This design comes from an exercise in tuning for small area, a short achievable clock period and few clock cycles per item on the open sky130 flow, not from production work. Where RTL was checked, it was by simulation tests only, not by an equivalence proof against the original. The RTL of runs 2 and 3 was laid out without a check of its function. Power is estimated from default activity; no workload was simulated.

## flow/design.v (module list and top-level ports; edited modules follow where they fit)
// module multiplier: 1039 lines
// module mul_fa: 4 lines
// module mul_ha: 4 lines
module multiplier(
  output [63:0] prod,
  output busy,
  input [31:0] mc,
  input [31:0] mp,
  input clk,
  input rst,
  input start);
  // ...
==> flow/flow/run.sh <==
#!/bin/bash
# Layout flow: the standard flow (standard synthesis and ORFS steps), except
# that the port buffers inserted before global placement are buf_2 cells
# instead of the delay-cell buffers ORFS picks by default. Every input and
# output port still gets its own buffer.
set -euo pipefail
export BUFFER_PORTS_ARGS="-buffer_cell sky130_fd_sc_hd__buf_2"
bash standard.sh finish > standard_flow.log 2>&1
==> flow/standard.sh <==
#!/bin/bash
# synth_recipe.tcl (not shown) runs the flow's synth.tcl, then flattens the netlist and writes it again
# the make line also repeats each setting of config.mk as NAME=value (left out here)
make -C /OpenROAD-flow-scripts/flow DESIGN_CONFIG=/design/flow/config.mk WORK_HOME=/design/flow/orfs CLKGATE_MAP_FILE= SYNTH_SCRIPT=/design/flow/synth_recipe.tcl "${@:-finish}"
==> flow/config.mk <==
export PLATFORM = sky130hd
export DESIGN_NAME = multiplier
export DESIGN_NICKNAME = multiplier
export VERILOG_FILES = /design/flow/design.v
export SDC_FILE = /design/flow/constraint.sdc
export NUM_CORES = 4
export LEC_CHECK = 0
export CAP_MARGIN = 20
export CORE_MARGIN = 2
export CORE_UTILIZATION = 40
export SETUP_SLACK_MARGIN = 0.1
export SLEW_MARGIN = 20
export SYNTH_HIERARCHICAL = 1
export SYNTH_MINIMUM_KEEP_SIZE = 0
==> flow/constraint.sdc <==
create_clock -name core_clock -period 4.0 [get_ports {clk}]
set_input_delay 0.8000 -clock core_clock [delete_from_list [all_inputs] [get_ports {clk}]]
set_output_delay 0.8000 -clock core_clock [all_outputs]
set_load 0.01 [all_outputs]
==> impl_metrics.env, run 1 <==
export IMPL_switching_share_pct=44.0
export IMPL_diodes=1
export IMPL_vias=11831
export IMPL_skew_ns=0.0146
export IMPL_synth_top_area_share_pct=24.0
export IMPL_die_h_um=204
export IMPL_clk_latency_ns=0.47
export IMPL_placementRows=73
export IMPL_cts_resized=18
export IMPL_setup_viol=0
export IMPL_vdd_ir_drop_max_uv=428
export IMPL_power_leader="combinational cells"
export IMPL_p_seq_mw=3.90
export IMPL_cp_start_kind="register"
export IMPL_status="complete, no violations"
export IMPL_nNonClkBuffers=271
export IMPL_inverters=59
export IMPL_ys_top_cells_by_area="fa_1, edfxtp_1, xnor2_1, dfxtp_1, o22ai_1"
export IMPL_synth_xor_area_share_pct=13.5
export IMPL_crit_fanout=20
export IMPL_r2r_end="S[8]"
export IMPL_worst_slack_ns=0.111
export IMPL_place_congestion=0.880
export IMPL_ff2ff_setup_slack_ns=0.11
export IMPL_endpoint_kind="register"
export IMPL_grt_pass1_wl_mm=72.3
export IMPL_pwr_share_comb_pct=65.1
export IMPL_reg2reg_depth=9
export IMPL_hp_class="register to register"
export IMPL_use_met3_pct=3.76
export IMPL_holdWs_ns=0.436
export IMPL_netSwitchingPower_mw=7.13
export IMPL_p_leak_nw=7.49
export IMPL_n_clock_buffer=18
Testbench counts, summed over its fixed seeds: cycles 9,600, items 3,200.
==> run 2: changes to the inputs <==
--- a/flow/design.v
+++ b/flow/design.v
@@ -3,17 +3,17 @@
   output busy,
   input [31:0] mc,
   input [31:0] mp,
   input clk,
   input rst,
   input start);
 reg [31:0] M, S;
 reg [30:0] C;
-reg [23:0] Q;
+reg [19:0] Q;
 reg [11:0] Ls, Lc;
 reg t, cl, busy_r;
 reg [1:0] cnt;
 reg [5:0] d_one, d_two, d_neg;
 wire fin = busy_r & (cnt == 2'd1);
 wire it = start | busy_r;
 wire dkeep = ~rst & (start | (busy_r & ~fin));   
 function [17:0] dec;
@@ -1014,33 +1014,32 @@
 wire [44:0] Tp = R0 ^ R1;
 wire [44:0] Tg = R0 & R1;
 always @(posedge clk) begin
   if (rst) busy_r <= 1'b0;
   else if (start) busy_r <= 1'b1;
   else if (fin) busy_r <= 1'b0;
   cnt <= start ? 2'd0 : cnt + 2'd1;
   M <= Me;
-  if (start) Q <= {11'd0, {mp[31:19]}};
-  else if (busy_r) Q <= {F[11:0], Q[23:12]};
-  d_one <= decn[5:0] & {6{dkeep}};
-  d_two <= decn[11:6] & {6{dkeep}};
-  d_neg <= decn[17:12] & {6{dkeep}};
+  if (start) Q <= {7'd0, {mp[31:19]}};
+  else if (busy_r) Q <= {F[11:0], Q[19:12]};
+  d_one <= decn[5:0] & {{4{1'b1}}, {2{dkeep}}};
+  d_two <= decn[11:6] & {{4{1'b1}}, {2{dkeep}}};
+  d_neg <= decn[17:12] & {{4{1'b1}}, {2{dkeep}}};
   if (it) begin
     S <= Tp[43:12];
     C <= Tg[42:12];
     t <= Tp[44] | Tg[43];
     Ls <= Tp[11:0];
     Lc <= Tg[11:0];
     cl <= csh & busy_r;
   end
 end
 assign busy = busy_r;
-wire [67:0] Pfull = {F, Q[23:0]};
-assign prod = Pfull[67:4];
+assign prod = {F, Q[19:0]};   
 endmodule
 module mul_fa(input a, input b, input c, output s, output co);
   assign s = a ^ b ^ c;
   assign co = (a & b) | (c & (a ^ b));
 endmodule
 module mul_ha(input a, input b, output s, output co);
   assign s = a ^ b;
   assign co = a & b;
==> flow/config.mk (replaced) <==
export PLATFORM = sky130hd
export DESIGN_NAME = multiplier
export DESIGN_NICKNAME = multiplier
export VERILOG_FILES = /design/flow/design.v
export SDC_FILE = /design/flow/constraint.sdc
export NUM_CORES = 4
export LEC_CHECK = 0
export CAP_MARGIN = 20
export CORE_MARGIN = 2
export CORE_UTILIZATION = 55
export SETUP_SLACK_MARGIN = 0.1
export SLEW_MARGIN = 20
export SYNTH_HIERARCHICAL = 1
export SYNTH_MINIMUM_KEEP_SIZE = 0
==> run 2 against run 1 <==
  * Sequential share of layout area increased by 0.19 points
  * Non-clock buffer count is the same
  * Clock power rose by 3%
  * Utilization up 21 points
  * Combinational power up 11%
  * Count of clock-buffer cells in the layout down 1
  * Global-route usage grew 9.2 points
  * Hold slack got worse by 0.014 ns
  * Critical path type unchanged
  * Largest cell class unchanged
==> impl_metrics.env, run 2 <==
export IMPL_diodes=0
export IMPL_grt_pass1_vias=11498
export IMPL_setup_viol=0
export IMPL_synth_most_common_cell="xnor2_1"
export IMPL_fmaxAchievable_mhz=256
export IMPL_p_leak_nw=7.33
export IMPL_vdd_ir_drop_max_uv=687
export IMPL_relSlewSlack_pct=57.8
export IMPL_cts_sinks=162
export IMPL_yosysTopAreaCell="fa_1"
export IMPL_endpoint_kind="register"
export IMPL_tightest_slew_ns=0.629
export IMPL_hp_class="register to register"
export IMPL_power_per_cell_area_nw_per_um2=949
export IMPL_firstDrtPassIters=8
export IMPL_yosys_top_cells_count="xnor2_1, fa_1, o22ai_1"
export IMPL_synth_cell_types=52
export IMPL_place_congestion=0.899
export IMPL_ys_ff_latch=162
export IMPL_worst_slack_ns=0.0885
export IMPL_yosysWarningCount=7
export IMPL_drive_above_1_share_pct=28.1
export IMPL_via_per_inst=6.07
export IMPL_cp_start_kind="register"
export IMPL_die_w_um=170
export IMPL_mostFrequentLayoutCell="xnor2_1"
export IMPL_grt_overflow=0
export IMPL_finalSetupTns_ns=0
export IMPL_r2r_start="d_one[0]"
export IMPL_ys_seq_area_share_pct=28.2
export IMPL_required_ns=4.20
export IMPL_synth_top_area_share_pct=25.5
export IMPL_initial_utilization_pct=56.0
export IMPL_worstHoldStart="cnt[0]"
export IMPL_syn_area_um2=15100
export IMPL_ff2ff_setup_slack_ns=0.09
export IMPL_ys_flop_type="edfxtp_1"
export IMPL_status="complete, no violations"
export IMPL_tritoncts="built"
export IMPL_crit_type="register to register"
export IMPL_syn_to_final_growth_pct=22.4
export IMPL_cts_root_buffer="clkbuf_16"
export IMPL_post_place_cells=1858
export IMPL_largest_registers="M: 32 flops, S: 32 flops, C: 31 flops"
export IMPL_syn_area_per_cell_um2=11.3
export IMPL_syn_inst=1341
export IMPL_min_to="cnt[0]"
export IMPL_pre_cts_ws_ns=-0.454
export IMPL_holdBufCountCts=0
export IMPL_nNetsFinal=1875
export IMPL_clk_latency_ns=0.45
export IMPL_cts_buffer_depth=2
export IMPL_die_h_um=170
export IMPL_dieArea_um2=28800
export IMPL_grt_pass1_wl_mm=68.9
export IMPL_port_buffers=131
export IMPL_coreArea_um2=27000
export IMPL_hpwlAfterDp_mm=33.5
export IMPL_reg2reg_depth=10
export IMPL_postRouteAntennaNets=0
export IMPL_antenna_found_initial=0
export IMPL_cts_buffers=17
export IMPL_p_total_mw=17.5
export IMPL_skew_ns=0.0206
export IMPL_fin_crit_sh_pct=97.8
export IMPL_htree_levels=4
export IMPL_grtUsageTotal_pct=32.2
export IMPL_clkTransAtPathRegs_ns=0.08
export IMPL_grt_max_degree=54
export IMPL_drtIter0Drc=1102
export IMPL_hold_viol=0
export IMPL_fin_crit_ns=3.91
export IMPL_async_reset_ff_share_pct=0
export IMPL_vias=11603
export IMPL_crit_fanout=8
export IMPL_rsz0062_at_grt="true"
export IMPL_slew_viol_final=0
export IMPL_placementRows=60
export IMPL_ys_top_cells_by_area="fa_1, edfxtp_1, xnor2_1, dfxtp_1, o22ai_1"
export IMPL_avgRoutedWirePerCell_um=23.7
export IMPL_nFillCells=2097
export IMPL_r2r_end="S[15]"
export IMPL_drc=0
export IMPL_wl_mm=45.4
export IMPL_fin_cells=1912
export IMPL_cp_arrival_ns=4.11
export IMPL_min_path_cells=1
export IMPL_synth_edff_count=102
export IMPL_final_cell_mix="xnor2_1, fa_1, buf_2"
export IMPL_ioPinCount=132
export IMPL_drv_cap=0
-- run 2: per-stage QoR --
stage | area (um^2) | utilization, % | hold WS [ns]
2_1_floorplan | 15400 | - | 0.390
3_3_place_gp | 17200 | 63.8 | 0.400
3_5_place_dp | 17200 | 63.8 | 0.405
4_1_cts | 18000 | 66.8 | 0.420
5_1_grt | 18500 | 68.6 | 0.448
6_report | 18500 | 68.6 | 0.422
-- run 2: power by group --
part / switching [mW] / internal [mW] / leakage (nW)
Sequential: 0.668 / 3.37 / 1.56
Combinational: 6.25 / 5.45 / 5.47
Clock: 0.925 / 0.867 / 0.302
-- run 2: cell families after synthesis --
group | synth area share [%]
AO/OA/AOI/OAI | 12.5
adder cells (fa/ha/maj) | 30.3
XOR/XNOR | 14.3
AND/OR/NAND/NOR | 6.81
flip-flops | 28.2
buffers and inverters | 3.33
multiplexers | 4.50
other | 0.0248
-- run 2: how the worst max path moves through the flow --
stage                         from        to  slack, ns
final                     d_one[0]     S[15]       0.09
after global routing            cl  prod[57]     -0.006
after detailed placement     mp[7]     S[22]      -0.45
after CTS                       cl  prod[57]       0.08
after global placement       mp[5]     S[22]      -0.67
after floorplan              mp[7]      S[0]      -0.02
-- run 2: final cells by class --
cell class | count | area (um^2) | area share [%]
timing repair buffer | 271 | 2000 | 10.8
inverter | 51 | 191 | 1.04
clock inverter | 15 | 201 | 1.09
tap | 341 | 427 | 2.31
sequential | 162 | 4280 | 23.1
clock buffer | 17 | 425 | 2.30
multi-input combinational | 1055 | 11000 | 59.3
-- run 2: per-layer routing --
| metal | vias to the layer above | track usage (%) | wire length [um] |
|---|---|---|---|
| li1 | 5156 | - | - |
| met1 | 5825 | 44.4 | 18600 |
| met2 | 529 | 53.4 | 21700 |
| met3 | 93 | 5.64 | 3660 |
| met4 | 0 | 7.69 | 1380 |
| met5 | - | 0 | 0 |
-- run 2: per-module statistics from Yosys, one instance, submodules excluded --
module      flip-flops and latches  area [um^2]  cells inside  times used
multiplier                     162        11200          1142           1
mul_fa                           0         20.0             1         192
mul_ha                           0         12.5             1           7
-- run 2: critical path, cell delays in order, from the launching register on --
cell,delay (ns)
dfxtp_4,0.38
buf_12,0.16
buf_6,0.12
a22oi_2,0.19
xnor2_2,0.11
fa_1,0.56
fa_1,0.45
fa_2,0.36
fa_1,0.47
fa_1,0.60
ha_1,0.26
-- run 2: repair_timing --
action / CTS / global route
gates resized for setup: 18 / 69
cloned: 1 / 3
endpoints found under the setup margin: 29 / 46
buffers inserted: 10 / 8
pin swaps: 7 / 45
==> run 3: changes to the inputs <==
--- a/flow/config.mk
+++ b/flow/config.mk
@@ -5,9 +5,11 @@
 export SDC_FILE = /design/flow/constraint.sdc
 export NUM_CORES = 4
 export LEC_CHECK = 0
+export ABC_AREA = 1
 export CAP_MARGIN = 20
 export CORE_MARGIN = 2
 export CORE_UTILIZATION = 55
+export CTS_BUF_LIST = sky130_fd_sc_hd__clkbuf_8
 export SETUP_SLACK_MARGIN = 0.1
 export SLEW_MARGIN = 20
 export SYNTH_HIERARCHICAL = 1
==> run 3 against run 2 <==
  * Still clean
  * Wire length decreased by 1.4%
  * Worst setup slack improved by 0.034 ns
  * Cell count up 23%
  * Total power is 8.3% lower
  * Register-to-register slack improved by 0.03 ns
  * Combinational power is 7% lower
  * Utilization down 4.5 points
  * Non-clock buffer count decreased by 56
  * Sequential share of layout area grew 0.18 points
  * Critical path depth is the same
==> impl_metrics.env, run 3 <==
export IMPL_setup_viol=0
export IMPL_grtUsageTotal_pct=30.4
export IMPL_yosysWarningCount=7
export IMPL_async_reset_ff_share_pct=0
export IMPL_synth_top_area_share_pct=24.1
export IMPL_cp_top_family="adder cells"
export IMPL_place_congestion=0.896
export IMPL_cpMaxStageDelayCell="fa_1"
export IMPL_cts_buffers=17
export IMPL_drc=0
export IMPL_p_leak_nw=9.36
export IMPL_status="complete, no violations"
export IMPL_vias=12718
export IMPL_ys_flop_type="edfxtp_1"
export IMPL_ioPinCount=132
export IMPL_grt_pass1_wl_mm=70.5
export IMPL_worstHoldStart="cnt[0]"
export IMPL_die_h_um=174
export IMPL_syn_inst=1799
export IMPL_diodes=0
export IMPL_ys_top_cells_by_area="fa_1, edfxtp_1, xor2_1, nand2_1, dfxtp_1"
export IMPL_hpwlAfterDp_mm=34.9
export IMPL_crit_fanout=9
export IMPL_cts_root_buffer="clkbuf_8"
export IMPL_drv_cap=0
export IMPL_htree_levels=4
export IMPL_largest_registers="M: 32 flops, S: 32 flops, C: 31 flops"
export IMPL_ys_ff_latch=162
export IMPL_synth_most_common_cell="nand2_1"
export IMPL_cp_start_kind="register"
export IMPL_tritoncts="built"
export IMPL_fmaxAchievable_mhz=258
export IMPL_port_buffers=131
export IMPL_drive_above_1_share_pct=18.7
export IMPL_synth_edff_count=102
export IMPL_synth_cell_types=42
export IMPL_coreArea_um2=28600
export IMPL_initial_utilization_pct=55.6
export IMPL_clk_latency_ns=0.51
export IMPL_relSlewSlack_pct=58.7
export IMPL_mostFrequentLayoutCell="nand2_1"
export IMPL_grt_overflow=0
export IMPL_postRouteAntennaNets=0
export IMPL_rsz0062_at_grt="true"
export IMPL_clkTransAtPathRegs_ns=0.10
export IMPL_antenna_found_initial=1
export IMPL_syn_area_um2=15900
export IMPL_crit_chain="inv_8, clkbuf_16, o22ai_2, xor2_1, fa_1, fa_1, fa_1, fa_1, fa_1, ha_1"
export IMPL_startpoint="d_one[0]"
export IMPL_die_w_um=174
export IMPL_endpoint_kind="register"
export IMPL_fin_util_pct=64.1
export IMPL_dieArea_um2=30300
export IMPL_drtIter0Drc=1038
export IMPL_firstDrtPassIters=6
export IMPL_path_buf_inv=2
export IMPL_skew_ns=0.0181
export IMPL_power_per_cell_area_nw_per_um2=877
export IMPL_tightest_slew_ns=0.620
export IMPL_crit_top_cell="fa_1"
export IMPL_cts_sinks=162
export IMPL_cpPeakStageDelay_ns=0.51
export IMPL_grt_pass1_vias=12668
export IMPL_vdd_ir_drop_max_uv=495
export IMPL_cts_buffer_depth=2
export IMPL_wl_mm=44.8
export IMPL_yosys_top_cells_count="nand2_1, inv_1, xor2_1"
export IMPL_slew_viol_final=0
export IMPL_placementRows=62
export IMPL_fin_crit_ns=3.88
export IMPL_fin_crit_sh_pct=96.9
export IMPL_syn_to_final_growth_pct=15.2
export IMPL_finalSetupTns_ns=0
export IMPL_final_cell_mix="nand2_1, inv_1, xor2_1"
export IMPL_yosysTopAreaCell="fa_1"
export IMPL_hold_viol=0
export IMPL_via_per_inst=5.41
export IMPL_grt_max_degree=90
export IMPL_p_total_mw=16.1
export IMPL_required_ns=4.26
export IMPL_hp_class="register to register"
export IMPL_cp_arrival_ns=4.14
export IMPL_holdBufCountCts=0
export IMPL_r2r_start="d_one[0]"
export IMPL_avgRoutedWirePerCell_um=19.0
export IMPL_ys_seq_area_share_pct=26.8
export IMPL_crit_type="register to register"
export IMPL_nNetsFinal=2273
export IMPL_syn_area_per_cell_um2=8.85
==> run 3: cell types whose count changed after synthesis, sizes merged, moves of 15 or more <==
cell	previous run	this run
mux2i	51	3
nand3	8	25
nand2	33	479
buf	17	61
o21ai	16	38
inv	51	246
clkbuf	61	20
o22ai	125	152
and2	67	1
xor2	15	207
a22oi	63	1
mux2	15	0
xnor2	231	11
==> run 3: logic make-up after synthesis <==
logic type / share of synthesized area [%]
DFF: 26.8
other: 0.0235
muxes: 0.189
AOI/OAI and AO/OA: 9.30
adders and majority gates: 28.7
and+or+nand+nor: 14.6
buffers and inverters: 8.41
xor gates and xnor gates: 12.0
==> run 3: power breakdown <==
group | switching [mW] | internal [mW]
logic | 6.12 | 4.79
registers | 0.504 | 3.31
clock network | 0.704 | 0.648
==> run 3: final timing paths <==
check / endpoint / slack (ns) / cells past startpoint
setup / recovery: S[7] / 0.12 / 10
hold / removal: cnt[0] / 0.43 / 1
setup reg to reg: S[7] / 0.12 / 10
hold reg to reg: cnt[0] / 0.43 / 1
==> run 3: stage by stage <==
step / hold slack, ns / area (um^2) / worst slack [ns] / instances
finish: 0.425 / 18300 / 0.122 / 2353
global route: 0.451 / 18300 / 0.0465 / 2353
CTS: 0.426 / 18000 / 0.116 / 2349
global placement: 0.399 / 17500 / -0.0939 / 2316
detailed placement: 0.406 / 17500 / -0.118 / 2316
floorplan: 0.390 / 16000 / 0.0447 / 1803
==> run 3: repair_timing <==
item / in CTS / in global routing
setup buffers: 1 / 0
hold endpoints to repair: 0 / 0
cloned: 0 / 4
gates resized for setup: 5 / 61
setup endpoints to repair: 23 / 37
pin swaps: 3 / 19
==> run 3: area by class of cell <==
type | instances | area, um^2
Fill cell | 2447 | 10300
Multi-Input combinational cell | 1313 | 10600
Timing Repair Buffer | 215 | 1580
Clock inverter | 14 | 178
Clock buffer | 18 | 248
Inverter | 247 | 950
Sequential cell | 162 | 4280
Tap cell | 384 | 480
==> run 3: per-layer routing <==
metal	global-route usage, %	vias to the layer above	wire (um)
met4	7.11	0	878
met1	43.4	6155	19900
met3	6.76	61	3510
met2	47.8	484	20500
met5	0	-	0
li1	-	6018	-
==> run 3: modules after synthesis (local to each module, per instance) <==
module,cell area (um^2),times used,cells inside
mul_fa,20.0,192,1
multiplier,12000,1,1600
mul_ha,12.5,7,1

## what the ideal ports hide
How much do the figures lean on ideal ports? The routed layouts below were timed once more, with nothing changed but the port constraints.
Step 1: set_driving_cell puts a clkbuf_16 on clk and a buf_2 on each other input, an assumption about the parent block.
Step 2 adds t to the input delays and takes it off the output delays; t is the mean of the earliest and latest rising clock arrival at the registers after step 1. Input paths then give back, and output paths get back, about the clock's delay inside the block.
a / b / c = ideal ports / drivers / drivers and shift; a / b = the first two.
| run | t, ns | setup slack, ns | worst hold slack (ns) |
|---|---|---|---|
| run 1 | 0.513 | 0.111 / 0.058 / -0.291 | 0.436 / 0.436 / 0.436 |
| run 2 | 0.489 | 0.088 / 0.088 / -0.268 | 0.422 / 0.422 / 0.422 |
| run 3 | 0.552 | 0.122 / 0.122 / -0.127 | 0.425 / 0.425 / 0.425 |
With both steps, setup timing fails in every run listed, where it was met with ideal ports. For run 1, which loses most, drivers alone change the setup slack by -0.053 ns; drivers and shift together by -0.402 ns.
